Source: an optimization exercise on an open RTL-to-GDS flow (aim: small area, a short achievable clock period and few clock cycles). Production flows keep margins and buffers that such runs may drop. At most, simulation tests tie the RTL to the original design; equivalence was not proved. Function not checked in run 2: the RTL went through the layout flow alone.

==> flow/design.v (outline; a module is shown in full before it is edited, if it fits) <==
// module MyDesign: 209 lines
// module mul_tree: 882 lines
// module fa_cell: 4 lines
// module bsel_cell: 3 lines
// module ha_cell: 4 lines
module MyDesign(
  input wire reset_n                      ,  
  input wire clk                          ,
  input wire dut_valid                    , 
  output wire dut_ready                   ,
  output wire                           dut__tb__sram_input_write_enable  ,
  output wire [16-1 : 0     ]   dut__tb__sram_input_write_address ,
  output wire [32-1 : 0     ]   dut__tb__sram_input_write_data    ,
  output wire [16-1 : 0     ]   dut__tb__sram_input_read_address  , 
  input  wire signed [32-1 : 0     ]   tb__dut__sram_input_read_data     ,     
  output wire                           dut__tb__sram_weight_write_enable  ,
  output wire [16-1 : 0     ]   dut__tb__sram_weight_write_address ,
  output wire [32-1 : 0     ]   dut__tb__sram_weight_write_data    ,
  output wire [16-1 : 0     ]   dut__tb__sram_weight_read_address  , 
  input  wire signed [32-1 : 0     ]   tb__dut__sram_weight_read_data     ,     
  output wire                           dut__tb__sram_result_write_enable  ,
  output wire [16-1 : 0     ]   dut__tb__sram_result_write_address ,
  output wire signed [32-1 : 0     ]   dut__tb__sram_result_write_data    ,
  output wire [16-1 : 0     ]   dut__tb__sram_result_read_address  , 
  input  wire signed [32-1 : 0     ]   tb__dut__sram_result_read_data     ,     
  output wire                           dut__tb__sram_scratchpad_write_enable  ,
  output wire [16-1 : 0     ]   dut__tb__sram_scratchpad_write_address ,
  output wire signed [32-1 : 0     ]   dut__tb__sram_scratchpad_write_data    ,
  output wire [16-1 : 0     ]   dut__tb__sram_scratchpad_read_address  , 
  input  wire signed [32-1 : 0     ]   tb__dut__sram_scratchpad_read_data  
);
  // ...
==> flow/run.sh <==
#!/bin/bash
# synth_recipe.tcl (not shown) runs the flow's synth.tcl, then flattens the netlist and writes it again
# the make line also repeats each setting of config.mk as NAME=value (left out here)
make -C /OpenROAD-flow-scripts/flow DESIGN_CONFIG=/design/flow/config.mk WORK_HOME=/design/flow/orfs CLKGATE_MAP_FILE= SYNTH_SCRIPT=/design/flow/synth_recipe.tcl finish
==> flow/config.mk <==
export PLATFORM = sky130hd
export DESIGN_NAME = MyDesign
export DESIGN_NICKNAME = MyDesign
export VERILOG_FILES = /design/flow/design.v
export SDC_FILE = /design/flow/constraint.sdc
export NUM_CORES = 4
export LEC_CHECK = 0
export CAP_MARGIN = 20
export CORE_MARGIN = 2
export CORE_UTILIZATION = 40
export SLEW_MARGIN = 20
export SYNTH_HIERARCHICAL = 1
export SYNTH_MINIMUM_KEEP_SIZE = 0
==> flow/constraint.sdc <==
create_clock -name core_clock -period 16.0 [get_ports {clk}]
set_input_delay 3.2000 -clock core_clock [delete_from_list [all_inputs] [get_ports {clk}]]
set_output_delay 3.2000 -clock core_clock [all_outputs]
set_load 0.01 [all_outputs]
==> results.cfg, run 1 <==
[synth]
synthXorXnorAreaFrac_pct = 11.1
avgSynthCellArea_um2 = 9.73
synth.mux.area_fraction_pct = 3.40
synth_edf_count = 109
synth-adder-area-share_pct = 23.1

[sta]
fin_skew_ns = 0.0322
rsz0062_at_grt = no
max_freq_ghz = 0.191
fin_ws_ns = 10.77

[detailed_routing]
viasPerCell = 5.47
ant_nets = 0
drc_errors = 0
highest_layer = met4
wl_met1_um = 33000

[critical_path]
cp-end-kind = flop
crit_chain = ha_1 > nor2b_4 > xnor2_1 > o22ai_1 > fa_1 > fa_1 > fa_1 > fa_1 > fa_1 > fa_1
critPathTopFamily = adder cells
crit_fanout = 67
critPathMostFrequentCell = fa_1

[clocking]
htree_levels = 2
cts_buffers = 37

[cells_and_area]
fin_nets = 3277
multiInputGateArea_mm2 = 0.0173
nonClkBufAreaFrac_pct = 9.91
multi_input_area_share_pct = 58.0
final_common_cell = xnor2_1
n_all_inverters = 72
clkbuf_count = 49

[grt]
grt_max_degree = 80
met3_usage_pct = 3.86
grt_use_met2_pct = 34.4

[run_status]
outcome = no timing/DRC/antenna violations

[worst_hold_path]
worstHoldStart = wcnt[0]

[run]
maxCapViolations = 0

[place]
placed_cells = 3629
Testbench counts, summed over its fixed seeds: cycles 88,723.
==> run 2, diff against run 1 <==
--- a/flow/design.v
+++ b/flow/design.v
@@ -43,3 +43,4 @@
 logic f0, l0, sel0, f1, l1, f2, l2;
-logic [31:0] opa, opb, s_r, c_r, acc;
+logic [15:0] bone, btwo, bneg;    
+logic [31:0] opb, s_r, c_r, acc;
 logic        we_r;
@@ -168,4 +169,7 @@
 end
+wire [31:0] a_in = sel0 ? tb__dut__sram_result_read_data : tb__dut__sram_input_read_data;
+wire [15:0] enc_one, enc_two, enc_neg;
+booth_enc u_enc (.a(a_in), .one(enc_one), .two(enc_two), .neg(enc_neg));
 wire [31:0] mt_s, mt_c;
-mul_tree u_mul (.a(opa), .b(opb), .s(mt_s), .c(mt_c));
+mul_tree u_mul (.one(bone), .two(btwo), .neg(bneg), .b(opb), .s(mt_s), .c(mt_c));
 always_ff @(posedge clk) begin
@@ -181,3 +185,5 @@
 always_ff @(posedge clk) begin
-  opa <= sel0 ? tb__dut__sram_result_read_data : tb__dut__sram_input_read_data;
+  bone <= enc_one;
+  btwo <= enc_two;
+  bneg <= enc_neg;
   opb <= sel0 ? tb__dut__sram_scratchpad_read_data : tb__dut__sram_weight_read_data;
@@ -209,341 +215,302 @@
 endmodule
-module mul_tree(input wire [31:0] a, input wire [31:0] b, output wire [31:0] s, output wire [31:0] c);
-  wire neg0 = a[1] & ~(a[0] & 1'b0);
-  wire one0 = a[0] ^ 1'b0;
-  wire two0 = (a[1] & ~a[0] & ~1'b0) | (~a[1] & a[0] & 1'b0);
-  wire [31:0] xb0 = b[31:0] ^ {32{neg0}};
-  wire pp0_0 = (one0 & xb0[0]) | (two0 & neg0);
-  wire pp0_1 = (one0 & xb0[1]) | (two0 & xb0[0]);
-  wire pp0_2 = (one0 & xb0[2]) | (two0 & xb0[1]);
-  wire pp0_3 = (one0 & xb0[3]) | (two0 & xb0[2]);
-  wire pp0_4 = (one0 & xb0[4]) | (two0 & xb0[3]);
-  wire pp0_5 = (one0 & xb0[5]) | (two0 & xb0[4]);
-  wire pp0_6 = (one0 & xb0[6]) | (two0 & xb0[5]);
-  wire pp0_7 = (one0 & xb0[7]) | (two0 & xb0[6]);
-  wire pp0_8 = (one0 & xb0[8]) | (two0 & xb0[7]);
-  wire pp0_9 = (one0 & xb0[9]) | (two0 & xb0[8]);
-  wire pp0_10 = (one0 & xb0[10]) | (two0 & xb0[9]);
-  wire pp0_11 = (one0 & xb0[11]) | (two0 & xb0[10]);
-  wire pp0_12 = (one0 & xb0[12]) | (two0 & xb0[11]);
-  wire pp0_13 = (one0 & xb0[13]) | (two0 & xb0[12]);
-  wire pp0_14 = (one0 & xb0[14]) | (two0 & xb0[13]);
-  wire pp0_15 = (one0 & xb0[15]) | (two0 & xb0[14]);
-  wire pp0_16 = (one0 & xb0[16]) | (two0 & xb0[15]);
-  wire pp0_17 = (one0 & xb0[17]) | (two0 & xb0[16]);
-  wire pp0_18 = (one0 & xb0[18]) | (two0 & xb0[17]);
-  wire pp0_19 = (one0 & xb0[19]) | (two0 & xb0[18]);
-  wire pp0_20 = (one0 & xb0[20]) | (two0 & xb0[19]);
-  wire pp0_21 = (one0 & xb0[21]) | (two0 & xb0[20]);
-  wire pp0_22 = (one0 & xb0[22]) | (two0 & xb0[21]);
-  wire pp0_23 = (one0 & xb0[23]) | (two0 & xb0[22]);
-  wire pp0_24 = (one0 & xb0[24]) | (two0 & xb0[23]);
-  wire pp0_25 = (one0 & xb0[25]) | (two0 & xb0[24]);
-  wire pp0_26 = (one0 & xb0[26]) | (two0 & xb0[25]);
-  wire pp0_27 = (one0 & xb0[27]) | (two0 & xb0[26]);
-  wire pp0_28 = (one0 & xb0[28]) | (two0 & xb0[27]);
-  wire pp0_29 = (one0 & xb0[29]) | (two0 & xb0[28]);
-  wire pp0_30 = (one0 & xb0[30]) | (two0 & xb0[29]);
-  wire pp0_31 = (one0 & xb0[31]) | (two0 & xb0[30]);
-  wire neg1 = a[3] & ~(a[2] & a[1]);
-  wire one1 = a[2] ^ a[1];
-  wire two1 = (a[3] & ~a[2] & ~a[1]) | (~a[3] & a[2] & a[1]);
-  wire [29:0] xb1 = b[29:0] ^ {30{neg1}};
-  wire pp1_0 = (one1 & xb1[0]) | (two1 & neg1);
-  wire pp1_1 = (one1 & xb1[1]) | (two1 & xb1[0]);
-  wire pp1_2 = (one1 & xb1[2]) | (two1 & xb1[1]);
-  wire pp1_3 = (one1 & xb1[3]) | (two1 & xb1[2]);
-  wire pp1_4 = (one1 & xb1[4]) | (two1 & xb1[3]);
-  wire pp1_5 = (one1 & xb1[5]) | (two1 & xb1[4]);
-  wire pp1_6 = (one1 & xb1[6]) | (two1 & xb1[5]);
-  wire pp1_7 = (one1 & xb1[7]) | (two1 & xb1[6]);
-  wire pp1_8 = (one1 & xb1[8]) | (two1 & xb1[7]);
-  wire pp1_9 = (one1 & xb1[9]) | (two1 & xb1[8]);
-  wire pp1_10 = (one1 & xb1[10]) | (two1 & xb1[9]);
-  wire pp1_11 = (one1 & xb1[11]) | (two1 & xb1[10]);
-  wire pp1_12 = (one1 & xb1[12]) | (two1 & xb1[11]);
-  wire pp1_13 = (one1 & xb1[13]) | (two1 & xb1[12]);
-  wire pp1_14 = (one1 & xb1[14]) | (two1 & xb1[13]);
-  wire pp1_15 = (one1 & xb1[15]) | (two1 & xb1[14]);
-  wire pp1_16 = (one1 & xb1[16]) | (two1 & xb1[15]);
-  wire pp1_17 = (one1 & xb1[17]) | (two1 & xb1[16]);
-  wire pp1_18 = (one1 & xb1[18]) | (two1 & xb1[17]);
-  wire pp1_19 = (one1 & xb1[19]) | (two1 & xb1[18]);
-  wire pp1_20 = (one1 & xb1[20]) | (two1 & xb1[19]);
-  wire pp1_21 = (one1 & xb1[21]) | (two1 & xb1[20]);
-  wire pp1_22 = (one1 & xb1[22]) | (two1 & xb1[21]);
-  wire pp1_23 = (one1 & xb1[23]) | (two1 & xb1[22]);
-  wire pp1_24 = (one1 & xb1[24]) | (two1 & xb1[23]);
-  wire pp1_25 = (one1 & xb1[25]) | (two1 & xb1[24]);
-  wire pp1_26 = (one1 & xb1[26]) | (two1 & xb1[25]);
-  wire pp1_27 = (one1 & xb1[27]) | (two1 & xb1[26]);
-  wire pp1_28 = (one1 & xb1[28]) | (two1 & xb1[27]);
-  wire pp1_29 = (one1 & xb1[29]) | (two1 & xb1[28]);
-  wire neg2 = a[5] & ~(a[4] & a[3]);
-  wire one2 = a[4] ^ a[3];
-  wire two2 = (a[5] & ~a[4] & ~a[3]) | (~a[5] & a[4] & a[3]);
-  wire [27:0] xb2 = b[27:0] ^ {28{neg2}};
-  wire pp2_0 = (one2 & xb2[0]) | (two2 & neg2);
-  wire pp2_1 = (one2 & xb2[1]) | (two2 & xb2[0]);
-  wire pp2_2 = (one2 & xb2[2]) | (two2 & xb2[1]);
-  wire pp2_3 = (one2 & xb2[3]) | (two2 & xb2[2]);
-  wire pp2_4 = (one2 & xb2[4]) | (two2 & xb2[3]);
-  wire pp2_5 = (one2 & xb2[5]) | (two2 & xb2[4]);
-  wire pp2_6 = (one2 & xb2[6]) | (two2 & xb2[5]);
-  wire pp2_7 = (one2 & xb2[7]) | (two2 & xb2[6]);
-  wire pp2_8 = (one2 & xb2[8]) | (two2 & xb2[7]);
-  wire pp2_9 = (one2 & xb2[9]) | (two2 & xb2[8]);
-  wire pp2_10 = (one2 & xb2[10]) | (two2 & xb2[9]);
-  wire pp2_11 = (one2 & xb2[11]) | (two2 & xb2[10]);
-  wire pp2_12 = (one2 & xb2[12]) | (two2 & xb2[11]);
-  wire pp2_13 = (one2 & xb2[13]) | (two2 & xb2[12]);
-  wire pp2_14 = (one2 & xb2[14]) | (two2 & xb2[13]);
-  wire pp2_15 = (one2 & xb2[15]) | (two2 & xb2[14]);
-  wire pp2_16 = (one2 & xb2[16]) | (two2 & xb2[15]);
-  wire pp2_17 = (one2 & xb2[17]) | (two2 & xb2[16]);
-  wire pp2_18 = (one2 & xb2[18]) | (two2 & xb2[17]);
-  wire pp2_19 = (one2 & xb2[19]) | (two2 & xb2[18]);
-  wire pp2_20 = (one2 & xb2[20]) | (two2 & xb2[19]);
-  wire pp2_21 = (one2 & xb2[21]) | (two2 & xb2[20]);
-  wire pp2_22 = (one2 & xb2[22]) | (two2 & xb2[21]);
-  wire pp2_23 = (one2 & xb2[23]) | (two2 & xb2[22]);
-  wire pp2_24 = (one2 & xb2[24]) | (two2 & xb2[23]);
-  wire pp2_25 = (one2 & xb2[25]) | (two2 & xb2[24]);
-  wire pp2_26 = (one2 & xb2[26]) | (two2 & xb2[25]);
-  wire pp2_27 = (one2 & xb2[27]) | (two2 & xb2[26]);
-  wire neg3 = a[7] & ~(a[6] & a[5]);
-  wire one3 = a[6] ^ a[5];
-  wire two3 = (a[7] & ~a[6] & ~a[5]) | (~a[7] & a[6] & a[5]);
-  wire [25:0] xb3 = b[25:0] ^ {26{neg3}};
-  wire pp3_0 = (one3 & xb3[0]) | (two3 & neg3);
-  wire pp3_1 = (one3 & xb3[1]) | (two3 & xb3[0]);
-  wire pp3_2 = (one3 & xb3[2]) | (two3 & xb3[1]);
-  wire pp3_3 = (one3 & xb3[3]) | (two3 & xb3[2]);
-  wire pp3_4 = (one3 & xb3[4]) | (two3 & xb3[3]);
-  wire pp3_5 = (one3 & xb3[5]) | (two3 & xb3[4]);
-  wire pp3_6 = (one3 & xb3[6]) | (two3 & xb3[5]);
-  wire pp3_7 = (one3 & xb3[7]) | (two3 & xb3[6]);
-  wire pp3_8 = (one3 & xb3[8]) | (two3 & xb3[7]);
-  wire pp3_9 = (one3 & xb3[9]) | (two3 & xb3[8]);
-  wire pp3_10 = (one3 & xb3[10]) | (two3 & xb3[9]);
-  wire pp3_11 = (one3 & xb3[11]) | (two3 & xb3[10]);
-  wire pp3_12 = (one3 & xb3[12]) | (two3 & xb3[11]);
-  wire pp3_13 = (one3 & xb3[13]) | (two3 & xb3[12]);
-  wire pp3_14 = (one3 & xb3[14]) | (two3 & xb3[13]);
-  wire pp3_15 = (one3 & xb3[15]) | (two3 & xb3[14]);
-  wire pp3_16 = (one3 & xb3[16]) | (two3 & xb3[15]);
-  wire pp3_17 = (one3 & xb3[17]) | (two3 & xb3[16]);
-  wire pp3_18 = (one3 & xb3[18]) | (two3 & xb3[17]);
-  wire pp3_19 = (one3 & xb3[19]) | (two3 & xb3[18]);
-  wire pp3_20 = (one3 & xb3[20]) | (two3 & xb3[19]);
-  wire pp3_21 = (one3 & xb3[21]) | (two3 & xb3[20]);
-  wire pp3_22 = (one3 & xb3[22]) | (two3 & xb3[21]);
-  wire pp3_23 = (one3 & xb3[23]) | (two3 & xb3[22]);
-  wire pp3_24 = (one3 & xb3[24]) | (two3 & xb3[23]);
-  wire pp3_25 = (one3 & xb3[25]) | (two3 & xb3[24]);
-  wire neg4 = a[9] & ~(a[8] & a[7]);
-  wire one4 = a[8] ^ a[7];
-  wire two4 = (a[9] & ~a[8] & ~a[7]) | (~a[9] & a[8] & a[7]);
-  wire [23:0] xb4 = b[23:0] ^ {24{neg4}};
-  wire pp4_0 = (one4 & xb4[0]) | (two4 & neg4);
-  wire pp4_1 = (one4 & xb4[1]) | (two4 & xb4[0]);
-  wire pp4_2 = (one4 & xb4[2]) | (two4 & xb4[1]);
-  wire pp4_3 = (one4 & xb4[3]) | (two4 & xb4[2]);
-  wire pp4_4 = (one4 & xb4[4]) | (two4 & xb4[3]);
-  wire pp4_5 = (one4 & xb4[5]) | (two4 & xb4[4]);
-  wire pp4_6 = (one4 & xb4[6]) | (two4 & xb4[5]);
-  wire pp4_7 = (one4 & xb4[7]) | (two4 & xb4[6]);
-  wire pp4_8 = (one4 & xb4[8]) | (two4 & xb4[7]);
-  wire pp4_9 = (one4 & xb4[9]) | (two4 & xb4[8]);
-  wire pp4_10 = (one4 & xb4[10]) | (two4 & xb4[9]);
-  wire pp4_11 = (one4 & xb4[11]) | (two4 & xb4[10]);
-  wire pp4_12 = (one4 & xb4[12]) | (two4 & xb4[11]);
-  wire pp4_13 = (one4 & xb4[13]) | (two4 & xb4[12]);
-  wire pp4_14 = (one4 & xb4[14]) | (two4 & xb4[13]);
-  wire pp4_15 = (one4 & xb4[15]) | (two4 & xb4[14]);
-  wire pp4_16 = (one4 & xb4[16]) | (two4 & xb4[15]);
-  wire pp4_17 = (one4 & xb4[17]) | (two4 & xb4[16]);
-  wire pp4_18 = (one4 & xb4[18]) | (two4 & xb4[17]);
-  wire pp4_19 = (one4 & xb4[19]) | (two4 & xb4[18]);
-  wire pp4_20 = (one4 & xb4[20]) | (two4 & xb4[19]);
-  wire pp4_21 = (one4 & xb4[21]) | (two4 & xb4[20]);
-  wire pp4_22 = (one4 & xb4[22]) | (two4 & xb4[21]);
-  wire pp4_23 = (one4 & xb4[23]) | (two4 & xb4[22]);
-  wire neg5 = a[11] & ~(a[10] & a[9]);
-  wire one5 = a[10] ^ a[9];
-  wire two5 = (a[11] & ~a[10] & ~a[9]) | (~a[11] & a[10] & a[9]);
-  wire [21:0] xb5 = b[21:0] ^ {22{neg5}};
-  wire pp5_0 = (one5 & xb5[0]) | (two5 & neg5);
-  wire pp5_1 = (one5 & xb5[1]) | (two5 & xb5[0]);
-  wire pp5_2 = (one5 & xb5[2]) | (two5 & xb5[1]);
-  wire pp5_3 = (one5 & xb5[3]) | (two5 & xb5[2]);
-  wire pp5_4 = (one5 & xb5[4]) | (two5 & xb5[3]);
-  wire pp5_5 = (one5 & xb5[5]) | (two5 & xb5[4]);
-  wire pp5_6 = (one5 & xb5[6]) | (two5 & xb5[5]);
-  wire pp5_7 = (one5 & xb5[7]) | (two5 & xb5[6]);
-  wire pp5_8 = (one5 & xb5[8]) | (two5 & xb5[7]);
-  wire pp5_9 = (one5 & xb5[9]) | (two5 & xb5[8]);
-  wire pp5_10 = (one5 & xb5[10]) | (two5 & xb5[9]);
-  wire pp5_11 = (one5 & xb5[11]) | (two5 & xb5[10]);
-  wire pp5_12 = (one5 & xb5[12]) | (two5 & xb5[11]);
-  wire pp5_13 = (one5 & xb5[13]) | (two5 & xb5[12]);
-  wire pp5_14 = (one5 & xb5[14]) | (two5 & xb5[13]);
-  wire pp5_15 = (one5 & xb5[15]) | (two5 & xb5[14]);
-  wire pp5_16 = (one5 & xb5[16]) | (two5 & xb5[15]);
-  wire pp5_17 = (one5 & xb5[17]) | (two5 & xb5[16]);
-  wire pp5_18 = (one5 & xb5[18]) | (two5 & xb5[17]);
-  wire pp5_19 = (one5 & xb5[19]) | (two5 & xb5[18]);
-  wire pp5_20 = (one5 & xb5[20]) | (two5 & xb5[19]);
-  wire pp5_21 = (one5 & xb5[21]) | (two5 & xb5[20]);
-  wire neg6 = a[13] & ~(a[12] & a[11]);
-  wire one6 = a[12] ^ a[11];
-  wire two6 = (a[13] & ~a[12] & ~a[11]) | (~a[13] & a[12] & a[11]);
-  wire [19:0] xb6 = b[19:0] ^ {20{neg6}};
-  wire pp6_0 = (one6 & xb6[0]) | (two6 & neg6);
-  wire pp6_1 = (one6 & xb6[1]) | (two6 & xb6[0]);
-  wire pp6_2 = (one6 & xb6[2]) | (two6 & xb6[1]);
-  wire pp6_3 = (one6 & xb6[3]) | (two6 & xb6[2]);
-  wire pp6_4 = (one6 & xb6[4]) | (two6 & xb6[3]);
-  wire pp6_5 = (one6 & xb6[5]) | (two6 & xb6[4]);
-  wire pp6_6 = (one6 & xb6[6]) | (two6 & xb6[5]);
-  wire pp6_7 = (one6 & xb6[7]) | (two6 & xb6[6]);
-  wire pp6_8 = (one6 & xb6[8]) | (two6 & xb6[7]);
-  wire pp6_9 = (one6 & xb6[9]) | (two6 & xb6[8]);
-  wire pp6_10 = (one6 & xb6[10]) | (two6 & xb6[9]);
-  wire pp6_11 = (one6 & xb6[11]) | (two6 & xb6[10]);
-  wire pp6_12 = (one6 & xb6[12]) | (two6 & xb6[11]);
-  wire pp6_13 = (one6 & xb6[13]) | (two6 & xb6[12]);
-  wire pp6_14 = (one6 & xb6[14]) | (two6 & xb6[13]);
-  wire pp6_15 = (one6 & xb6[15]) | (two6 & xb6[14]);
-  wire pp6_16 = (one6 & xb6[16]) | (two6 & xb6[15]);
-  wire pp6_17 = (one6 & xb6[17]) | (two6 & xb6[16]);
-  wire pp6_18 = (one6 & xb6[18]) | (two6 & xb6[17]);
-  wire pp6_19 = (one6 & xb6[19]) | (two6 & xb6[18]);
-  wire neg7 = a[15] & ~(a[14] & a[13]);
-  wire one7 = a[14] ^ a[13];
-  wire two7 = (a[15] & ~a[14] & ~a[13]) | (~a[15] & a[14] & a[13]);
-  wire [17:0] xb7 = b[17:0] ^ {18{neg7}};
-  wire pp7_0 = (one7 & xb7[0]) | (two7 & neg7);
-  wire pp7_1 = (one7 & xb7[1]) | (two7 & xb7[0]);
-  wire pp7_2 = (one7 & xb7[2]) | (two7 & xb7[1]);
-  wire pp7_3 = (one7 & xb7[3]) | (two7 & xb7[2]);
-  wire pp7_4 = (one7 & xb7[4]) | (two7 & xb7[3]);
-  wire pp7_5 = (one7 & xb7[5]) | (two7 & xb7[4]);
-  wire pp7_6 = (one7 & xb7[6]) | (two7 & xb7[5]);
-  wire pp7_7 = (one7 & xb7[7]) | (two7 & xb7[6]);
-  wire pp7_8 = (one7 & xb7[8]) | (two7 & xb7[7]);
-  wire pp7_9 = (one7 & xb7[9]) | (two7 & xb7[8]);
-  wire pp7_10 = (one7 & xb7[10]) | (two7 & xb7[9]);
-  wire pp7_11 = (one7 & xb7[11]) | (two7 & xb7[10]);
-  wire pp7_12 = (one7 & xb7[12]) | (two7 & xb7[11]);
-  wire pp7_13 = (one7 & xb7[13]) | (two7 & xb7[12]);
-  wire pp7_14 = (one7 & xb7[14]) | (two7 & xb7[13]);
-  wire pp7_15 = (one7 & xb7[15]) | (two7 & xb7[14]);
-  wire pp7_16 = (one7 & xb7[16]) | (two7 & xb7[15]);
-  wire pp7_17 = (one7 & xb7[17]) | (two7 & xb7[16]);
-  wire neg8 = a[17] & ~(a[16] & a[15]);
-  wire one8 = a[16] ^ a[15];
-  wire two8 = (a[17] & ~a[16] & ~a[15]) | (~a[17] & a[16] & a[15]);
-  wire [15:0] xb8 = b[15:0] ^ {16{neg8}};
-  wire pp8_0 = (one8 & xb8[0]) | (two8 & neg8);
-  wire pp8_1 = (one8 & xb8[1]) | (two8 & xb8[0]);
-  wire pp8_2 = (one8 & xb8[2]) | (two8 & xb8[1]);
-  wire pp8_3 = (one8 & xb8[3]) | (two8 & xb8[2]);
-  wire pp8_4 = (one8 & xb8[4]) | (two8 & xb8[3]);
-  wire pp8_5 = (one8 & xb8[5]) | (two8 & xb8[4]);
-  wire pp8_6 = (one8 & xb8[6]) | (two8 & xb8[5]);
-  wire pp8_7 = (one8 & xb8[7]) | (two8 & xb8[6]);
-  wire pp8_8 = (one8 & xb8[8]) | (two8 & xb8[7]);
-  wire pp8_9 = (one8 & xb8[9]) | (two8 & xb8[8]);
-  wire pp8_10 = (one8 & xb8[10]) | (two8 & xb8[9]);
-  wire pp8_11 = (one8 & xb8[11]) | (two8 & xb8[10]);
-  wire pp8_12 = (one8 & xb8[12]) | (two8 & xb8[11]);
-  wire pp8_13 = (one8 & xb8[13]) | (two8 & xb8[12]);
-  wire pp8_14 = (one8 & xb8[14]) | (two8 & xb8[13]);
-  wire pp8_15 = (one8 & xb8[15]) | (two8 & xb8[14]);
-  wire neg9 = a[19] & ~(a[18] & a[17]);
-  wire one9 = a[18] ^ a[17];
-  wire two9 = (a[19] & ~a[18] & ~a[17]) | (~a[19] & a[18] & a[17]);
-  wire [13:0] xb9 = b[13:0] ^ {14{neg9}};
-  wire pp9_0 = (one9 & xb9[0]) | (two9 & neg9);
-  wire pp9_1 = (one9 & xb9[1]) | (two9 & xb9[0]);
-  wire pp9_2 = (one9 & xb9[2]) | (two9 & xb9[1]);
-  wire pp9_3 = (one9 & xb9[3]) | (two9 & xb9[2]);
-  wire pp9_4 = (one9 & xb9[4]) | (two9 & xb9[3]);
-  wire pp9_5 = (one9 & xb9[5]) | (two9 & xb9[4]);
-  wire pp9_6 = (one9 & xb9[6]) | (two9 & xb9[5]);
-  wire pp9_7 = (one9 & xb9[7]) | (two9 & xb9[6]);
-  wire pp9_8 = (one9 & xb9[8]) | (two9 & xb9[7]);
-  wire pp9_9 = (one9 & xb9[9]) | (two9 & xb9[8]);
-  wire pp9_10 = (one9 & xb9[10]) | (two9 & xb9[9]);
-  wire pp9_11 = (one9 & xb9[11]) | (two9 & xb9[10]);
-  wire pp9_12 = (one9 & xb9[12]) | (two9 & xb9[11]);
-  wire pp9_13 = (one9 & xb9[13]) | (two9 & xb9[12]);
-  wire neg10 = a[21] & ~(a[20] & a[19]);
-  wire one10 = a[20] ^ a[19];
-  wire two10 = (a[21] & ~a[20] & ~a[19]) | (~a[21] & a[20] & a[19]);
-  wire [11:0] xb10 = b[11:0] ^ {12{neg10}};
-  wire pp10_0 = (one10 & xb10[0]) | (two10 & neg10);
-  wire pp10_1 = (one10 & xb10[1]) | (two10 & xb10[0]);
-  wire pp10_2 = (one10 & xb10[2]) | (two10 & xb10[1]);
-  wire pp10_3 = (one10 & xb10[3]) | (two10 & xb10[2]);
-  wire pp10_4 = (one10 & xb10[4]) | (two10 & xb10[3]);
-  wire pp10_5 = (one10 & xb10[5]) | (two10 & xb10[4]);
-  wire pp10_6 = (one10 & xb10[6]) | (two10 & xb10[5]);
-  wire pp10_7 = (one10 & xb10[7]) | (two10 & xb10[6]);
-  wire pp10_8 = (one10 & xb10[8]) | (two10 & xb10[7]);
-  wire pp10_9 = (one10 & xb10[9]) | (two10 & xb10[8]);
-  wire pp10_10 = (one10 & xb10[10]) | (two10 & xb10[9]);
-  wire pp10_11 = (one10 & xb10[11]) | (two10 & xb10[10]);
-  wire neg11 = a[23] & ~(a[22] & a[21]);
-  wire one11 = a[22] ^ a[21];
-  wire two11 = (a[23] & ~a[22] & ~a[21]) | (~a[23] & a[22] & a[21]);
-  wire [9:0] xb11 = b[9:0] ^ {10{neg11}};
-  wire pp11_0 = (one11 & xb11[0]) | (two11 & neg11);
-  wire pp11_1 = (one11 & xb11[1]) | (two11 & xb11[0]);
-  wire pp11_2 = (one11 & xb11[2]) | (two11 & xb11[1]);
-  wire pp11_3 = (one11 & xb11[3]) | (two11 & xb11[2]);
-  wire pp11_4 = (one11 & xb11[4]) | (two11 & xb11[3]);
-  wire pp11_5 = (one11 & xb11[5]) | (two11 & xb11[4]);
-  wire pp11_6 = (one11 & xb11[6]) | (two11 & xb11[5]);
-  wire pp11_7 = (one11 & xb11[7]) | (two11 & xb11[6]);
-  wire pp11_8 = (one11 & xb11[8]) | (two11 & xb11[7]);
-  wire pp11_9 = (one11 & xb11[9]) | (two11 & xb11[8]);
-  wire neg12 = a[25] & ~(a[24] & a[23]);
-  wire one12 = a[24] ^ a[23];
-  wire two12 = (a[25] & ~a[24] & ~a[23]) | (~a[25] & a[24] & a[23]);
-  wire [7:0] xb12 = b[7:0] ^ {8{neg12}};
-  wire pp12_0 = (one12 & xb12[0]) | (two12 & neg12);
-  wire pp12_1 = (one12 & xb12[1]) | (two12 & xb12[0]);
-  wire pp12_2 = (one12 & xb12[2]) | (two12 & xb12[1]);
-  wire pp12_3 = (one12 & xb12[3]) | (two12 & xb12[2]);
-  wire pp12_4 = (one12 & xb12[4]) | (two12 & xb12[3]);
-  wire pp12_5 = (one12 & xb12[5]) | (two12 & xb12[4]);
-  wire pp12_6 = (one12 & xb12[6]) | (two12 & xb12[5]);
-  wire pp12_7 = (one12 & xb12[7]) | (two12 & xb12[6]);
-  wire neg13 = a[27] & ~(a[26] & a[25]);
-  wire one13 = a[26] ^ a[25];
-  wire two13 = (a[27] & ~a[26] & ~a[25]) | (~a[27] & a[26] & a[25]);
-  wire [5:0] xb13 = b[5:0] ^ {6{neg13}};
-  wire pp13_0 = (one13 & xb13[0]) | (two13 & neg13);
-  wire pp13_1 = (one13 & xb13[1]) | (two13 & xb13[0]);
-  wire pp13_2 = (one13 & xb13[2]) | (two13 & xb13[1]);
-  wire pp13_3 = (one13 & xb13[3]) | (two13 & xb13[2]);
-  wire pp13_4 = (one13 & xb13[4]) | (two13 & xb13[3]);
-  wire pp13_5 = (one13 & xb13[5]) | (two13 & xb13[4]);
-  wire neg14 = a[29] & ~(a[28] & a[27]);
-  wire one14 = a[28] ^ a[27];
-  wire two14 = (a[29] & ~a[28] & ~a[27]) | (~a[29] & a[28] & a[27]);
-  wire [3:0] xb14 = b[3:0] ^ {4{neg14}};
-  wire pp14_0 = (one14 & xb14[0]) | (two14 & neg14);
-  wire pp14_1 = (one14 & xb14[1]) | (two14 & xb14[0]);
-  wire pp14_2 = (one14 & xb14[2]) | (two14 & xb14[1]);
-  wire pp14_3 = (one14 & xb14[3]) | (two14 & xb14[2]);
-  wire neg15 = a[31] & ~(a[30] & a[29]);
-  wire one15 = a[30] ^ a[29];
-  wire two15 = (a[31] & ~a[30] & ~a[29]) | (~a[31] & a[30] & a[29]);
-  wire [1:0] xb15 = b[1:0] ^ {2{neg15}};
-  wire pp15_0 = (one15 & xb15[0]) | (two15 & neg15);
-  wire pp15_1 = (one15 & xb15[1]) | (two15 & xb15[0]);
+module booth_enc(input wire [31:0] a, output wire [15:0] one, output wire [15:0] two, output wire [15:0] neg);
+  wire [32:0] ax = {a, 1'b0};
+  genvar i;
+  for (i = 0; i < 16; i = i + 1) begin : g_enc
+    assign neg[i] = ax[2*i+2] & ~(ax[2*i+1] & ax[2*i]);
+    assign one[i] = ax[2*i+1] ^ ax[2*i];
+    assign two[i] = (ax[2*i+2] & ~ax[2*i+1] & ~ax[2*i]) | (~ax[2*i+2] & ax[2*i+1] & ax[2*i]);
+  end
+endmodule
+module mul_tree(input wire [15:0] one, input wire [15:0] two, input wire [15:0] neg, input wire [31:0] b, output wire [31:0] s, output wire [31:0] c);
+  wire [31:0] xb0 = b[31:0] ^ {32{neg[0]}};
+  wire pp0_0 = (one[0] & xb0[0]) | (two[0] & neg[0]);
+  wire pp0_1 = (one[0] & xb0[1]) | (two[0] & xb0[0]);
+  wire pp0_2 = (one[0] & xb0[2]) | (two[0] & xb0[1]);
+  wire pp0_3 = (one[0] & xb0[3]) | (two[0] & xb0[2]);
+  wire pp0_4 = (one[0] & xb0[4]) | (two[0] & xb0[3]);
+  wire pp0_5 = (one[0] & xb0[5]) | (two[0] & xb0[4]);
+  wire pp0_6 = (one[0] & xb0[6]) | (two[0] & xb0[5]);
+  wire pp0_7 = (one[0] & xb0[7]) | (two[0] & xb0[6]);
+  wire pp0_8 = (one[0] & xb0[8]) | (two[0] & xb0[7]);
+  wire pp0_9 = (one[0] & xb0[9]) | (two[0] & xb0[8]);
+  wire pp0_10 = (one[0] & xb0[10]) | (two[0] & xb0[9]);
+  wire pp0_11 = (one[0] & xb0[11]) | (two[0] & xb0[10]);
+  wire pp0_12 = (one[0] & xb0[12]) | (two[0] & xb0[11]);
+  wire pp0_13 = (one[0] & xb0[13]) | (two[0] & xb0[12]);
+  wire pp0_14 = (one[0] & xb0[14]) | (two[0] & xb0[13]);
+  wire pp0_15 = (one[0] & xb0[15]) | (two[0] & xb0[14]);
+  wire pp0_16 = (one[0] & xb0[16]) | (two[0] & xb0[15]);
+  wire pp0_17 = (one[0] & xb0[17]) | (two[0] & xb0[16]);
+  wire pp0_18 = (one[0] & xb0[18]) | (two[0] & xb0[17]);
+  wire pp0_19 = (one[0] & xb0[19]) | (two[0] & xb0[18]);
+  wire pp0_20 = (one[0] & xb0[20]) | (two[0] & xb0[19]);
+  wire pp0_21 = (one[0] & xb0[21]) | (two[0] & xb0[20]);
+  wire pp0_22 = (one[0] & xb0[22]) | (two[0] & xb0[21]);
+  wire pp0_23 = (one[0] & xb0[23]) | (two[0] & xb0[22]);
+  wire pp0_24 = (one[0] & xb0[24]) | (two[0] & xb0[23]);
+  wire pp0_25 = (one[0] & xb0[25]) | (two[0] & xb0[24]);
+  wire pp0_26 = (one[0] & xb0[26]) | (two[0] & xb0[25]);
+  wire pp0_27 = (one[0] & xb0[27]) | (two[0] & xb0[26]);
+  wire pp0_28 = (one[0] & xb0[28]) | (two[0] & xb0[27]);
+  wire pp0_29 = (one[0] & xb0[29]) | (two[0] & xb0[28]);
+  wire pp0_30 = (one[0] & xb0[30]) | (two[0] & xb0[29]);
+  wire pp0_31 = (one[0] & xb0[31]) | (two[0] & xb0[30]);
+  wire [29:0] xb1 = b[29:0] ^ {30{neg[1]}};
+  wire pp1_0 = (one[1] & xb1[0]) | (two[1] & neg[1]);
+  wire pp1_1 = (one[1] & xb1[1]) | (two[1] & xb1[0]);
+  wire pp1_2 = (one[1] & xb1[2]) | (two[1] & xb1[1]);
+  wire pp1_3 = (one[1] & xb1[3]) | (two[1] & xb1[2]);
+  wire pp1_4 = (one[1] & xb1[4]) | (two[1] & xb1[3]);
+  wire pp1_5 = (one[1] & xb1[5]) | (two[1] & xb1[4]);
+  wire pp1_6 = (one[1] & xb1[6]) | (two[1] & xb1[5]);
+  wire pp1_7 = (one[1] & xb1[7]) | (two[1] & xb1[6]);
+  wire pp1_8 = (one[1] & xb1[8]) | (two[1] & xb1[7]);
+  wire pp1_9 = (one[1] & xb1[9]) | (two[1] & xb1[8]);
+  wire pp1_10 = (one[1] & xb1[10]) | (two[1] & xb1[9]);
+  wire pp1_11 = (one[1] & xb1[11]) | (two[1] & xb1[10]);
+  wire pp1_12 = (one[1] & xb1[12]) | (two[1] & xb1[11]);
+  wire pp1_13 = (one[1] & xb1[13]) | (two[1] & xb1[12]);
+  wire pp1_14 = (one[1] & xb1[14]) | (two[1] & xb1[13]);
+  wire pp1_15 = (one[1] & xb1[15]) | (two[1] & xb1[14]);
+  wire pp1_16 = (one[1] & xb1[16]) | (two[1] & xb1[15]);
+  wire pp1_17 = (one[1] & xb1[17]) | (two[1] & xb1[16]);
+  wire pp1_18 = (one[1] & xb1[18]) | (two[1] & xb1[17]);
+  wire pp1_19 = (one[1] & xb1[19]) | (two[1] & xb1[18]);
+  wire pp1_20 = (one[1] & xb1[20]) | (two[1] & xb1[19]);
+  wire pp1_21 = (one[1] & xb1[21]) | (two[1] & xb1[20]);
+  wire pp1_22 = (one[1] & xb1[22]) | (two[1] & xb1[21]);
+  wire pp1_23 = (one[1] & xb1[23]) | (two[1] & xb1[22]);
+  wire pp1_24 = (one[1] & xb1[24]) | (two[1] & xb1[23]);
+  wire pp1_25 = (one[1] & xb1[25]) | (two[1] & xb1[24]);
+  wire pp1_26 = (one[1] & xb1[26]) | (two[1] & xb1[25]);
+  wire pp1_27 = (one[1] & xb1[27]) | (two[1] & xb1[26]);
+  wire pp1_28 = (one[1] & xb1[28]) | (two[1] & xb1[27]);
+  wire pp1_29 = (one[1] & xb1[29]) | (two[1] & xb1[28]);
+  wire [27:0] xb2 = b[27:0] ^ {28{neg[2]}};
+  wire pp2_0 = (one[2] & xb2[0]) | (two[2] & neg[2]);
+  wire pp2_1 = (one[2] & xb2[1]) | (two[2] & xb2[0]);
+  wire pp2_2 = (one[2] & xb2[2]) | (two[2] & xb2[1]);
+  wire pp2_3 = (one[2] & xb2[3]) | (two[2] & xb2[2]);
+  wire pp2_4 = (one[2] & xb2[4]) | (two[2] & xb2[3]);
+  wire pp2_5 = (one[2] & xb2[5]) | (two[2] & xb2[4]);
+  wire pp2_6 = (one[2] & xb2[6]) | (two[2] & xb2[5]);
+  wire pp2_7 = (one[2] & xb2[7]) | (two[2] & xb2[6]);
+  wire pp2_8 = (one[2] & xb2[8]) | (two[2] & xb2[7]);
+  wire pp2_9 = (one[2] & xb2[9]) | (two[2] & xb2[8]);
+  wire pp2_10 = (one[2] & xb2[10]) | (two[2] & xb2[9]);
+  wire pp2_11 = (one[2] & xb2[11]) | (two[2] & xb2[10]);
+  wire pp2_12 = (one[2] & xb2[12]) | (two[2] & xb2[11]);
+  wire pp2_13 = (one[2] & xb2[13]) | (two[2] & xb2[12]);
+  wire pp2_14 = (one[2] & xb2[14]) | (two[2] & xb2[13]);
+  wire pp2_15 = (one[2] & xb2[15]) | (two[2] & xb2[14]);
+  wire pp2_16 = (one[2] & xb2[16]) | (two[2] & xb2[15]);
+  wire pp2_17 = (one[2] & xb2[17]) | (two[2] & xb2[16]);
+  wire pp2_18 = (one[2] & xb2[18]) | (two[2] & xb2[17]);
+  wire pp2_19 = (one[2] & xb2[19]) | (two[2] & xb2[18]);
+  wire pp2_20 = (one[2] & xb2[20]) | (two[2] & xb2[19]);
+  wire pp2_21 = (one[2] & xb2[21]) | (two[2] & xb2[20]);
+  wire pp2_22 = (one[2] & xb2[22]) | (two[2] & xb2[21]);
+  wire pp2_23 = (one[2] & xb2[23]) | (two[2] & xb2[22]);
+  wire pp2_24 = (one[2] & xb2[24]) | (two[2] & xb2[23]);
+  wire pp2_25 = (one[2] & xb2[25]) | (two[2] & xb2[24]);
+  wire pp2_26 = (one[2] & xb2[26]) | (two[2] & xb2[25]);
+  wire pp2_27 = (one[2] & xb2[27]) | (two[2] & xb2[26]);
+  wire [25:0] xb3 = b[25:0] ^ {26{neg[3]}};
+  wire pp3_0 = (one[3] & xb3[0]) | (two[3] & neg[3]);
+  wire pp3_1 = (one[3] & xb3[1]) | (two[3] & xb3[0]);
+  wire pp3_2 = (one[3] & xb3[2]) | (two[3] & xb3[1]);
+  wire pp3_3 = (one[3] & xb3[3]) | (two[3] & xb3[2]);
+  wire pp3_4 = (one[3] & xb3[4]) | (two[3] & xb3[3]);
+  wire pp3_5 = (one[3] & xb3[5]) | (two[3] & xb3[4]);
+  wire pp3_6 = (one[3] & xb3[6]) | (two[3] & xb3[5]);
+  wire pp3_7 = (one[3] & xb3[7]) | (two[3] & xb3[6]);
+  wire pp3_8 = (one[3] & xb3[8]) | (two[3] & xb3[7]);
+  wire pp3_9 = (one[3] & xb3[9]) | (two[3] & xb3[8]);
+  wire pp3_10 = (one[3] & xb3[10]) | (two[3] & xb3[9]);
+  wire pp3_11 = (one[3] & xb3[11]) | (two[3] & xb3[10]);
+  wire pp3_12 = (one[3] & xb3[12]) | (two[3] & xb3[11]);
+  wire pp3_13 = (one[3] & xb3[13]) | (two[3] & xb3[12]);
+  wire pp3_14 = (one[3] & xb3[14]) | (two[3] & xb3[13]);
+  wire pp3_15 = (one[3] & xb3[15]) | (two[3] & xb3[14]);
+  wire pp3_16 = (one[3] & xb3[16]) | (two[3] & xb3[15]);
+  wire pp3_17 = (one[3] & xb3[17]) | (two[3] & xb3[16]);
+  wire pp3_18 = (one[3] & xb3[18]) | (two[3] & xb3[17]);
+  wire pp3_19 = (one[3] & xb3[19]) | (two[3] & xb3[18]);
+  wire pp3_20 = (one[3] & xb3[20]) | (two[3] & xb3[19]);
+  wire pp3_21 = (one[3] & xb3[21]) | (two[3] & xb3[20]);
+  wire pp3_22 = (one[3] & xb3[22]) | (two[3] & xb3[21]);
+  wire pp3_23 = (one[3] & xb3[23]) | (two[3] & xb3[22]);
+  wire pp3_24 = (one[3] & xb3[24]) | (two[3] & xb3[23]);
+  wire pp3_25 = (one[3] & xb3[25]) | (two[3] & xb3[24]);
+  wire [23:0] xb4 = b[23:0] ^ {24{neg[4]}};
+  wire pp4_0 = (one[4] & xb4[0]) | (two[4] & neg[4]);
+  wire pp4_1 = (one[4] & xb4[1]) | (two[4] & xb4[0]);
+  wire pp4_2 = (one[4] & xb4[2]) | (two[4] & xb4[1]);
+  wire pp4_3 = (one[4] & xb4[3]) | (two[4] & xb4[2]);
+  wire pp4_4 = (one[4] & xb4[4]) | (two[4] & xb4[3]);
+  wire pp4_5 = (one[4] & xb4[5]) | (two[4] & xb4[4]);
+  wire pp4_6 = (one[4] & xb4[6]) | (two[4] & xb4[5]);
+  wire pp4_7 = (one[4] & xb4[7]) | (two[4] & xb4[6]);
+  wire pp4_8 = (one[4] & xb4[8]) | (two[4] & xb4[7]);
+  wire pp4_9 = (one[4] & xb4[9]) | (two[4] & xb4[8]);
+  wire pp4_10 = (one[4] & xb4[10]) | (two[4] & xb4[9]);
+  wire pp4_11 = (one[4] & xb4[11]) | (two[4] & xb4[10]);
+  wire pp4_12 = (one[4] & xb4[12]) | (two[4] & xb4[11]);
+  wire pp4_13 = (one[4] & xb4[13]) | (two[4] & xb4[12]);
+  wire pp4_14 = (one[4] & xb4[14]) | (two[4] & xb4[13]);
+  wire pp4_15 = (one[4] & xb4[15]) | (two[4] & xb4[14]);
+  wire pp4_16 = (one[4] & xb4[16]) | (two[4] & xb4[15]);
+  wire pp4_17 = (one[4] & xb4[17]) | (two[4] & xb4[16]);
+  wire pp4_18 = (one[4] & xb4[18]) | (two[4] & xb4[17]);
+  wire pp4_19 = (one[4] & xb4[19]) | (two[4] & xb4[18]);
+  wire pp4_20 = (one[4] & xb4[20]) | (two[4] & xb4[19]);
+  wire pp4_21 = (one[4] & xb4[21]) | (two[4] & xb4[20]);
+  wire pp4_22 = (one[4] & xb4[22]) | (two[4] & xb4[21]);
+  wire pp4_23 = (one[4] & xb4[23]) | (two[4] & xb4[22]);
+  wire [21:0] xb5 = b[21:0] ^ {22{neg[5]}};
+  wire pp5_0 = (one[5] & xb5[0]) | (two[5] & neg[5]);
+  wire pp5_1 = (one[5] & xb5[1]) | (two[5] & xb5[0]);
+  wire pp5_2 = (one[5] & xb5[2]) | (two[5] & xb5[1]);
+  wire pp5_3 = (one[5] & xb5[3]) | (two[5] & xb5[2]);
+  wire pp5_4 = (one[5] & xb5[4]) | (two[5] & xb5[3]);
+  wire pp5_5 = (one[5] & xb5[5]) | (two[5] & xb5[4]);
+  wire pp5_6 = (one[5] & xb5[6]) | (two[5] & xb5[5]);
+  wire pp5_7 = (one[5] & xb5[7]) | (two[5] & xb5[6]);
+  wire pp5_8 = (one[5] & xb5[8]) | (two[5] & xb5[7]);
+  wire pp5_9 = (one[5] & xb5[9]) | (two[5] & xb5[8]);
+  wire pp5_10 = (one[5] & xb5[10]) | (two[5] & xb5[9]);
+  wire pp5_11 = (one[5] & xb5[11]) | (two[5] & xb5[10]);
+  wire pp5_12 = (one[5] & xb5[12]) | (two[5] & xb5[11]);
+  wire pp5_13 = (one[5] & xb5[13]) | (two[5] & xb5[12]);
+  wire pp5_14 = (one[5] & xb5[14]) | (two[5] & xb5[13]);
+  wire pp5_15 = (one[5] & xb5[15]) | (two[5] & xb5[14]);
+  wire pp5_16 = (one[5] & xb5[16]) | (two[5] & xb5[15]);
+  wire pp5_17 = (one[5] & xb5[17]) | (two[5] & xb5[16]);
+  wire pp5_18 = (one[5] & xb5[18]) | (two[5] & xb5[17]);
+  wire pp5_19 = (one[5] & xb5[19]) | (two[5] & xb5[18]);
+  wire pp5_20 = (one[5] & xb5[20]) | (two[5] & xb5[19]);
+  wire pp5_21 = (one[5] & xb5[21]) | (two[5] & xb5[20]);
+  wire [19:0] xb6 = b[19:0] ^ {20{neg[6]}};
+  wire pp6_0 = (one[6] & xb6[0]) | (two[6] & neg[6]);
+  wire pp6_1 = (one[6] & xb6[1]) | (two[6] & xb6[0]);
+  wire pp6_2 = (one[6] & xb6[2]) | (two[6] & xb6[1]);
+  wire pp6_3 = (one[6] & xb6[3]) | (two[6] & xb6[2]);
+  wire pp6_4 = (one[6] & xb6[4]) | (two[6] & xb6[3]);
+  wire pp6_5 = (one[6] & xb6[5]) | (two[6] & xb6[4]);
+  wire pp6_6 = (one[6] & xb6[6]) | (two[6] & xb6[5]);
+  wire pp6_7 = (one[6] & xb6[7]) | (two[6] & xb6[6]);
+  wire pp6_8 = (one[6] & xb6[8]) | (two[6] & xb6[7]);
+  wire pp6_9 = (one[6] & xb6[9]) | (two[6] & xb6[8]);
+  wire pp6_10 = (one[6] & xb6[10]) | (two[6] & xb6[9]);
+  wire pp6_11 = (one[6] & xb6[11]) | (two[6] & xb6[10]);
+  wire pp6_12 = (one[6] & xb6[12]) | (two[6] & xb6[11]);
+  wire pp6_13 = (one[6] & xb6[13]) | (two[6] & xb6[12]);
+  wire pp6_14 = (one[6] & xb6[14]) | (two[6] & xb6[13]);
+  wire pp6_15 = (one[6] & xb6[15]) | (two[6] & xb6[14]);
+  wire pp6_16 = (one[6] & xb6[16]) | (two[6] & xb6[15]);
+  wire pp6_17 = (one[6] & xb6[17]) | (two[6] & xb6[16]);
+  wire pp6_18 = (one[6] & xb6[18]) | (two[6] & xb6[17]);
+  wire pp6_19 = (one[6] & xb6[19]) | (two[6] & xb6[18]);
+  wire [17:0] xb7 = b[17:0] ^ {18{neg[7]}};
+  wire pp7_0 = (one[7] & xb7[0]) | (two[7] & neg[7]);
+  wire pp7_1 = (one[7] & xb7[1]) | (two[7] & xb7[0]);
+  wire pp7_2 = (one[7] & xb7[2]) | (two[7] & xb7[1]);
+  wire pp7_3 = (one[7] & xb7[3]) | (two[7] & xb7[2]);
+  wire pp7_4 = (one[7] & xb7[4]) | (two[7] & xb7[3]);
+  wire pp7_5 = (one[7] & xb7[5]) | (two[7] & xb7[4]);
+  wire pp7_6 = (one[7] & xb7[6]) | (two[7] & xb7[5]);
+  wire pp7_7 = (one[7] & xb7[7]) | (two[7] & xb7[6]);
+  wire pp7_8 = (one[7] & xb7[8]) | (two[7] & xb7[7]);
+  wire pp7_9 = (one[7] & xb7[9]) | (two[7] & xb7[8]);
+  wire pp7_10 = (one[7] & xb7[10]) | (two[7] & xb7[9]);
+  wire pp7_11 = (one[7] & xb7[11]) | (two[7] & xb7[10]);
+  wire pp7_12 = (one[7] & xb7[12]) | (two[7] & xb7[11]);
+  wire pp7_13 = (one[7] & xb7[13]) | (two[7] & xb7[12]);
+  wire pp7_14 = (one[7] & xb7[14]) | (two[7] & xb7[13]);
+  wire pp7_15 = (one[7] & xb7[15]) | (two[7] & xb7[14]);
+  wire pp7_16 = (one[7] & xb7[16]) | (two[7] & xb7[15]);
+  wire pp7_17 = (one[7] & xb7[17]) | (two[7] & xb7[16]);
+  wire [15:0] xb8 = b[15:0] ^ {16{neg[8]}};
+  wire pp8_0 = (one[8] & xb8[0]) | (two[8] & neg[8]);
+  wire pp8_1 = (one[8] & xb8[1]) | (two[8] & xb8[0]);
+  wire pp8_2 = (one[8] & xb8[2]) | (two[8] & xb8[1]);
+  wire pp8_3 = (one[8] & xb8[3]) | (two[8] & xb8[2]);
+  wire pp8_4 = (one[8] & xb8[4]) | (two[8] & xb8[3]);
+  wire pp8_5 = (one[8] & xb8[5]) | (two[8] & xb8[4]);
+  wire pp8_6 = (one[8] & xb8[6]) | (two[8] & xb8[5]);
+  wire pp8_7 = (one[8] & xb8[7]) | (two[8] & xb8[6]);
+  wire pp8_8 = (one[8] & xb8[8]) | (two[8] & xb8[7]);
+  wire pp8_9 = (one[8] & xb8[9]) | (two[8] & xb8[8]);
+  wire pp8_10 = (one[8] & xb8[10]) | (two[8] & xb8[9]);
+  wire pp8_11 = (one[8] & xb8[11]) | (two[8] & xb8[10]);
+  wire pp8_12 = (one[8] & xb8[12]) | (two[8] & xb8[11]);
+  wire pp8_13 = (one[8] & xb8[13]) | (two[8] & xb8[12]);
+  wire pp8_14 = (one[8] & xb8[14]) | (two[8] & xb8[13]);
+  wire pp8_15 = (one[8] & xb8[15]) | (two[8] & xb8[14]);
+  wire [13:0] xb9 = b[13:0] ^ {14{neg[9]}};
+  wire pp9_0 = (one[9] & xb9[0]) | (two[9] & neg[9]);
+  wire pp9_1 = (one[9] & xb9[1]) | (two[9] & xb9[0]);
+  wire pp9_2 = (one[9] & xb9[2]) | (two[9] & xb9[1]);
+  wire pp9_3 = (one[9] & xb9[3]) | (two[9] & xb9[2]);
+  wire pp9_4 = (one[9] & xb9[4]) | (two[9] & xb9[3]);
+  wire pp9_5 = (one[9] & xb9[5]) | (two[9] & xb9[4]);
+  wire pp9_6 = (one[9] & xb9[6]) | (two[9] & xb9[5]);
+  wire pp9_7 = (one[9] & xb9[7]) | (two[9] & xb9[6]);
+  wire pp9_8 = (one[9] & xb9[8]) | (two[9] & xb9[7]);
+  wire pp9_9 = (one[9] & xb9[9]) | (two[9] & xb9[8]);
+  wire pp9_10 = (one[9] & xb9[10]) | (two[9] & xb9[9]);
+  wire pp9_11 = (one[9] & xb9[11]) | (two[9] & xb9[10]);
+  wire pp9_12 = (one[9] & xb9[12]) | (two[9] & xb9[11]);
+  wire pp9_13 = (one[9] & xb9[13]) | (two[9] & xb9[12]);
+  wire [11:0] xb10 = b[11:0] ^ {12{neg[10]}};
+  wire pp10_0 = (one[10] & xb10[0]) | (two[10] & neg[10]);
+  wire pp10_1 = (one[10] & xb10[1]) | (two[10] & xb10[0]);
+  wire pp10_2 = (one[10] & xb10[2]) | (two[10] & xb10[1]);
+  wire pp10_3 = (one[10] & xb10[3]) | (two[10] & xb10[2]);
+  wire pp10_4 = (one[10] & xb10[4]) | (two[10] & xb10[3]);
+  wire pp10_5 = (one[10] & xb10[5]) | (two[10] & xb10[4]);
+  wire pp10_6 = (one[10] & xb10[6]) | (two[10] & xb10[5]);
+  wire pp10_7 = (one[10] & xb10[7]) | (two[10] & xb10[6]);
+  wire pp10_8 = (one[10] & xb10[8]) | (two[10] & xb10[7]);
+  wire pp10_9 = (one[10] & xb10[9]) | (two[10] & xb10[8]);
+  wire pp10_10 = (one[10] & xb10[10]) | (two[10] & xb10[9]);
+  wire pp10_11 = (one[10] & xb10[11]) | (two[10] & xb10[10]);
+  wire [9:0] xb11 = b[9:0] ^ {10{neg[11]}};
+  wire pp11_0 = (one[11] & xb11[0]) | (two[11] & neg[11]);
+  wire pp11_1 = (one[11] & xb11[1]) | (two[11] & xb11[0]);
+  wire pp11_2 = (one[11] & xb11[2]) | (two[11] & xb11[1]);
+  wire pp11_3 = (one[11] & xb11[3]) | (two[11] & xb11[2]);
+  wire pp11_4 = (one[11] & xb11[4]) | (two[11] & xb11[3]);
+  wire pp11_5 = (one[11] & xb11[5]) | (two[11] & xb11[4]);
+  wire pp11_6 = (one[11] & xb11[6]) | (two[11] & xb11[5]);
+  wire pp11_7 = (one[11] & xb11[7]) | (two[11] & xb11[6]);
+  wire pp11_8 = (one[11] & xb11[8]) | (two[11] & xb11[7]);
+  wire pp11_9 = (one[11] & xb11[9]) | (two[11] & xb11[8]);
+  wire [7:0] xb12 = b[7:0] ^ {8{neg[12]}};
+  wire pp12_0 = (one[12] & xb12[0]) | (two[12] & neg[12]);
+  wire pp12_1 = (one[12] & xb12[1]) | (two[12] & xb12[0]);
+  wire pp12_2 = (one[12] & xb12[2]) | (two[12] & xb12[1]);
+  wire pp12_3 = (one[12] & xb12[3]) | (two[12] & xb12[2]);
+  wire pp12_4 = (one[12] & xb12[4]) | (two[12] & xb12[3]);
+  wire pp12_5 = (one[12] & xb12[5]) | (two[12] & xb12[4]);
+  wire pp12_6 = (one[12] & xb12[6]) | (two[12] & xb12[5]);
+  wire pp12_7 = (one[12] & xb12[7]) | (two[12] & xb12[6]);
+  wire [5:0] xb13 = b[5:0] ^ {6{neg[13]}};
+  wire pp13_0 = (one[13] & xb13[0]) | (two[13] & neg[13]);
+  wire pp13_1 = (one[13] & xb13[1]) | (two[13] & xb13[0]);
+  wire pp13_2 = (one[13] & xb13[2]) | (two[13] & xb13[1]);
+  wire pp13_3 = (one[13] & xb13[3]) | (two[13] & xb13[2]);
+  wire pp13_4 = (one[13] & xb13[4]) | (two[13] & xb13[3]);
+  wire pp13_5 = (one[13] & xb13[5]) | (two[13] & xb13[4]);
+  wire [3:0] xb14 = b[3:0] ^ {4{neg[14]}};
+  wire pp14_0 = (one[14] & xb14[0]) | (two[14] & neg[14]);
+  wire pp14_1 = (one[14] & xb14[1]) | (two[14] & xb14[0]);
+  wire pp14_2 = (one[14] & xb14[2]) | (two[14] & xb14[1]);
+  wire pp14_3 = (one[14] & xb14[3]) | (two[14] & xb14[2]);
+  wire [1:0] xb15 = b[1:0] ^ {2{neg[15]}};
+  wire pp15_0 = (one[15] & xb15[0]) | (two[15] & neg[15]);
+  wire pp15_1 = (one[15] & xb15[1]) | (two[15] & xb15[0]);
   wire hs1, hc2;
-  ha_cell u_hs1 (.a(neg12), .b(pp0_24), .s(hs1), .co(hc2));
+  ha_cell u_hs1 (.a(neg[12]), .b(pp0_24), .s(hs1), .co(hc2));
   wire hs3, hc4;
@@ -551,3 +518,3 @@
   wire fs5, fc6;
-  fa_cell u_fs5 (.a(neg13), .b(pp0_26), .c(pp1_24), .s(fs5), .co(fc6));
+  fa_cell u_fs5 (.a(neg[13]), .b(pp0_26), .c(pp1_24), .s(fs5), .co(fc6));
   wire hs7, hc8;
@@ -559,3 +526,3 @@
   wire fs13, fc14;
-  fa_cell u_fs13 (.a(neg14), .b(pp0_28), .c(pp1_26), .s(fs13), .co(fc14));
+  fa_cell u_fs13 (.a(neg[14]), .b(pp0_28), .c(pp1_26), .s(fs13), .co(fc14));
   wire fs15, fc16;
@@ -571,3 +538,3 @@
   wire fs25, fc26;
-  fa_cell u_fs25 (.a(neg15), .b(pp0_30), .c(pp1_28), .s(fs25), .co(fc26));
+  fa_cell u_fs25 (.a(neg[15]), .b(pp0_30), .c(pp1_28), .s(fs25), .co(fc26));
   wire fs27, fc28;
@@ -587,3 +554,3 @@
   wire hs41, hc42;
-  ha_cell u_hs41 (.a(neg8), .b(pp0_16), .s(hs41), .co(hc42));
+  ha_cell u_hs41 (.a(neg[8]), .b(pp0_16), .s(hs41), .co(hc42));
   wire hs43, hc44;
@@ -591,3 +558,3 @@
   wire fs45, fc46;
-  fa_cell u_fs45 (.a(neg9), .b(pp0_18), .c(pp1_16), .s(fs45), .co(fc46));
+  fa_cell u_fs45 (.a(neg[9]), .b(pp0_18), .c(pp1_16), .s(fs45), .co(fc46));
   wire hs47, hc48;
@@ -599,3 +566,3 @@
   wire fs53, fc54;
-  fa_cell u_fs53 (.a(neg10), .b(pp0_20), .c(pp1_18), .s(fs53), .co(fc54));
+  fa_cell u_fs53 (.a(neg[10]), .b(pp0_20), .c(pp1_18), .s(fs53), .co(fc54));
   wire fs55, fc56;
@@ -611,3 +578,3 @@
   wire fs65, fc66;
-  fa_cell u_fs65 (.a(neg11), .b(pp0_22), .c(pp1_20), .s(fs65), .co(fc66));
+  fa_cell u_fs65 (.a(neg[11]), .b(pp0_22), .c(pp1_20), .s(fs65), .co(fc66));
   wire fs67, fc68;
@@ -691,3 +658,3 @@
   wire hs145, hc146;
-  ha_cell u_hs145 (.a(neg5), .b(pp0_10), .s(hs145), .co(hc146));
+  ha_cell u_hs145 (.a(neg[5]), .b(pp0_10), .s(hs145), .co(hc146));
   wire hs147, hc148;
@@ -695,3 +662,3 @@
   wire fs149, fc150;
-  fa_cell u_fs149 (.a(neg6), .b(pp0_12), .c(pp1_10), .s(fs149), .co(fc150));
+  fa_cell u_fs149 (.a(neg[6]), .b(pp0_12), .c(pp1_10), .s(fs149), .co(fc150));
   wire hs151, hc152;
@@ -703,3 +670,3 @@
   wire fs157, fc158;
-  fa_cell u_fs157 (.a(neg7), .b(pp0_14), .c(pp1_12), .s(fs157), .co(fc158));
+  fa_cell u_fs157 (.a(neg[7]), .b(pp0_14), .c(pp1_12), .s(fs157), .co(fc158));
   wire fs159, fc160;
@@ -811,3 +778,3 @@
   wire hs265, hc266;
-  ha_cell u_hs265 (.a(neg3), .b(pp0_6), .s(hs265), .co(hc266));
+  ha_cell u_hs265 (.a(neg[3]), .b(pp0_6), .s(hs265), .co(hc266));
   wire hs267, hc268;
@@ -815,3 +782,3 @@
   wire fs269, fc270;
-  fa_cell u_fs269 (.a(neg4), .b(pp0_8), .c(pp1_6), .s(fs269), .co(fc270));
+  fa_cell u_fs269 (.a(neg[4]), .b(pp0_8), .c(pp1_6), .s(fs269), .co(fc270));
   wire hs271, hc272;
@@ -911,3 +878,3 @@
   wire hs365, hc366;
-  ha_cell u_hs365 (.a(neg2), .b(pp0_4), .s(hs365), .co(hc366));
+  ha_cell u_hs365 (.a(neg[2]), .b(pp0_4), .s(hs365), .co(hc366));
   wire hs367, hc368;
@@ -967,3 +934,3 @@
   wire hs421, hc422;
-  ha_cell u_hs421 (.a(neg1), .b(pp0_2), .s(hs421), .co(hc422));
+  ha_cell u_hs421 (.a(neg[1]), .b(pp0_2), .s(hs421), .co(hc422));
   wire hs423, hc424;
@@ -1026,3 +993,3 @@
   fa_cell u_fs479 (.a(fs363), .b(fc418), .c(fs419), .s(fs479), .co(fc480));
-  assign s[0] = neg0;
+  assign s[0] = neg[0];
   assign c[0] = pp0_0;
@@ -1095,5 +1062,2 @@
 endmodule
-module bsel_cell(input wire one, input wire two, input wire neg, input wire b0, input wire b1, output wire p);
-  assign p = ((one & b0) | (two & b1)) ^ neg;
-endmodule
 module ha_cell(input wire a, input wire b, output wire s, output wire co);
==> flow/flow/run.sh (new file) <==
#!/bin/bash
# Layout flow: the standard flow (standard.sh) with two changes to how the
# layout is made: port buffers use the small sky130_fd_sc_hd__buf_1 cell, and
# timing repair aims for extra setup slack so that the achieved period shrinks.
# The clock period and constraints are the standard flow's own (constraint.sdc).
set -euo pipefail
bash standard.sh finish \
  "BUFFER_PORTS_ARGS=-buffer_cell sky130_fd_sc_hd__buf_1" \
  "SETUP_SLACK_MARGIN=11.5" \
  > standard.log 2>&1
==> flow/standard.sh (new file) <==
#!/bin/bash
# synth_recipe.tcl (not shown) runs the flow's synth.tcl, then flattens the netlist and writes it again
# the make line also repeats each setting of config.mk as NAME=value (left out here)
make -C /OpenROAD-flow-scripts/flow DESIGN_CONFIG=/design/flow/config.mk WORK_HOME=/design/flow/orfs CLKGATE_MAP_FILE= SYNTH_SCRIPT=/design/flow/synth_recipe.tcl "${@:-finish}"
removed: flow/run.sh
==> results.cfg, run 2 <==
[run]
maxCapViolations = 0

[synth]
syn_area_mm2 = 0.0311
yosysWarningCount = 7
synth.mux.area_fraction_pct = 2.91
synth_top_family_by_area = adder cells
ys.flop_type = dfxtp_1
yosys.area_share.simple_pct = 18.7
synth_compound_area_share_pct = 20.0
synth_commonest_cells = nand2b_1 (535), buf_4 (270), a31oi_1 (265)
synthCells = 3417
synthXorXnorAreaFrac_pct = 2.85
ys_seq_area_share_pct = 23.5
synth_edf_count = 109
avgSynthCellArea_um2 = 9.10
synth_top_area_share_pct = 15.7
synth.most_common_cell = nand2b_1
synth_seq_cells = 310
synthArstFlopShare_pct = 0
synth.top_cells.by_area = fa_1 (16%), dfxtp_1 (13%), nand2b_1 (11%)
synthDistinctLibCells = 73
synth-adder-area-share_pct = 20.0
synth.largest_area_cell = fa_1

[clocking]
htree_levels = 2
cts_sinks = 310
path_clk_slew_ns = 0.06
clockBufferDepth = 3
worstSkewPairLatency_ns = 0.59
cts_root_buf = clkbuf_16
cts_buffers = 38
cts_hold_buf = 0
cts_tree = done

[run_status]
outcome = no timing/DRC/antenna violations

[critical_path]
crit_fanout = 5
slowest_stage = edfxtp_1
crit_chain = buf_1
r2r-end = c_r[29]
critPathTopFamily = flip-flops
cp-end-kind = primary output
critPathBufInv = 1
path_class = reg2out
cp-endpoint = dut__tb__sram_weight_read_address[5]
startpoint = b_addr[5]
required_ns = 12.80
rr_worst_depth = 9
crit_arrival_ns = 1.27
cpPeakStageDelay_ns = 0.51
rrSetupSlack_ns = 11.71
start_kind = flop
r2r_start = btwo[0]

[cells_and_area]
final_common_cell = nand2b_1
layout-drive-gt1-share_pct = 7.18
area_growth_pct = 3.58
diodes = 0
finalCoreUtilization_pct = 41.7
final_cell_mix = nand2b_1 (535), buf_1 (266), a221oi_1 (264), a31oi_1 (264), fa_1 (244)
fin_nets = 3809

[sta]
slew-limit-headroom_pct = 33.4
hold_violations = 0
slew_violations = 0
setup-tns-final_ns = 0
setup_violations = 0
max_freq_ghz = 0.224
fin_crit_ns = 4.47
tightestPinTransition_ns = 0.998
finalCritPeriodShare_pct = 28.0
fin_skew_ns = 0.0415
rsz0062_at_grt = yes
fin_ws_ns = 11.53

[detailed_routing]
dr.pass1.iters = 6
vias = 25100
ant_nets = 0
drc_errors = 0
wire_per_inst_um = 20.2
drtIter0Drc = 2435
routed_wl_um = 88900
viasPerCell = 5.71

[place]
place.gp.congestion = 0.868
port-buffer-count = 269
pre_cts_slack_ns = 11.78
dp_hpwl_um = 61000

[floorplan]
rows = 102
placeableCoreArea_mm2 = 0.0772
die_area_mm2 = 0.0799
fp.dieW_um = 283
initial_core_util_pct = 40.3
io_pins = 392
die_h_um = 283

[grt]
gr-total-overflow = 0
grt_max_degree = 78
grt_pass1_vias = 22700
gr-usage-all-layers_pct = 21.8
antenna_found_initial = 0

[worst_hold_path]
hp-class = reg2reg
[run 2: how the worst min path moves through the flow]
stage,start,end,depth (start not counted)
detailed placement,wcnt[0],wcnt[0],1
floorplan,wcnt[0],wcnt[0],1
CTS,wcnt[0],wcnt[0],1
global placement,wcnt[0],wcnt[0],1
global route,l2,we_r,1
finish,wcnt[0],wcnt[0],1
[run 2: logic make-up after synthesis]
group / after synthesis
flops: 310
compound gates: 904
simple gates: 1026
mux: 82
xor+xnor: 101
other cells: 2
buf+inv: 641
fa+ha+maj: 351
[run 2: cell type report]
type | instances | area (um^2)
Inverter | 47 | 176
Clock inverter | 15 | 198
Tap cell | 1040 | 1300
Fill cell | 7656 | 45000
Clock buffer | 53 | 1090
Timing Repair Buffer | 343 | 1570
Sequential cell | 310 | 7310
Multi-Input combinational cell | 2587 | 20500
[run 2: layer usage]
| metal | up-vias | wire, um | GRT usage [%] |
|---|---|---|---|
| li1 | 11600 | - | - |
| met1 | 12300 | 39100 | 30.7 |
| met2 | 1043 | 41400 | 35.1 |
| met3 | 134 | 6240 | 2.68 |
| met4 | 0 | 2170 | 6.00 |
| met5 | - | 0 | 0 |
[run 2: Yosys stat by module, one instance, submodules excluded]
module | copies in the design | cells inside | flip-flops and latches
MyDesign | 1 | 1682 | 310
booth_enc | 1 | 78 | 0
fa_cell | 210 | 1 | 0
ha_cell | 30 | 1 | 0
mul_tree | 1 | 1417 | 0
[run 2: timing repair]
| item | in CTS | in global routing |
|---|---|---|
| endpoints found under the setup margin | 18 | 8 |
| setup buffers | 11 | 1 |
| gates resized for setup | 0 | 5 |
| pin swaps | 0 | 0 |
[run 2: metrics by stage]
step	hold WS, ns	instance area, um^2	cells
after floorplan	0.399	31500	3538
after global placement	0.413	30800	4315
after detailed placement	0.412	30800	4315
after CTS	0.424	32200	4394
after global routing	0.434	32200	4395
final	0.421	32200	4395

static timing again, ports no longer ideal:
In the flow no input, the clock included, has a driving cell. The finished layouts below were timed again as built, in two steps. Step 1: set_driving_cell puts a clkbuf_16 on clk and a buf_2 on each other input, an assumption about the parent block. Step 2 adds t to the input delays and takes it off the output delays; t is the mean of the earliest and latest rising clock arrival at the registers after step 1. Input paths then give back, and output paths get back, about the clock's delay inside the block. a / b / c = no drivers / after step 1 / after step 2; a / b = the first two.
run | t (ns) | slack for setup (ns) | hold WS [ns] | worst setup path after step 2 | pins driven straight from the clock port
run 1 | 0.634 | 10.766 / 10.766 / 10.766 | 0.425 / 0.425 / 0.425 | register to register | 1
run 2 | 0.638 | 11.526 / 11.463 / 11.709 | 0.421 / 0.421 / 0.421 | register to register | 1
After both steps every run listed still meets setup and hold.
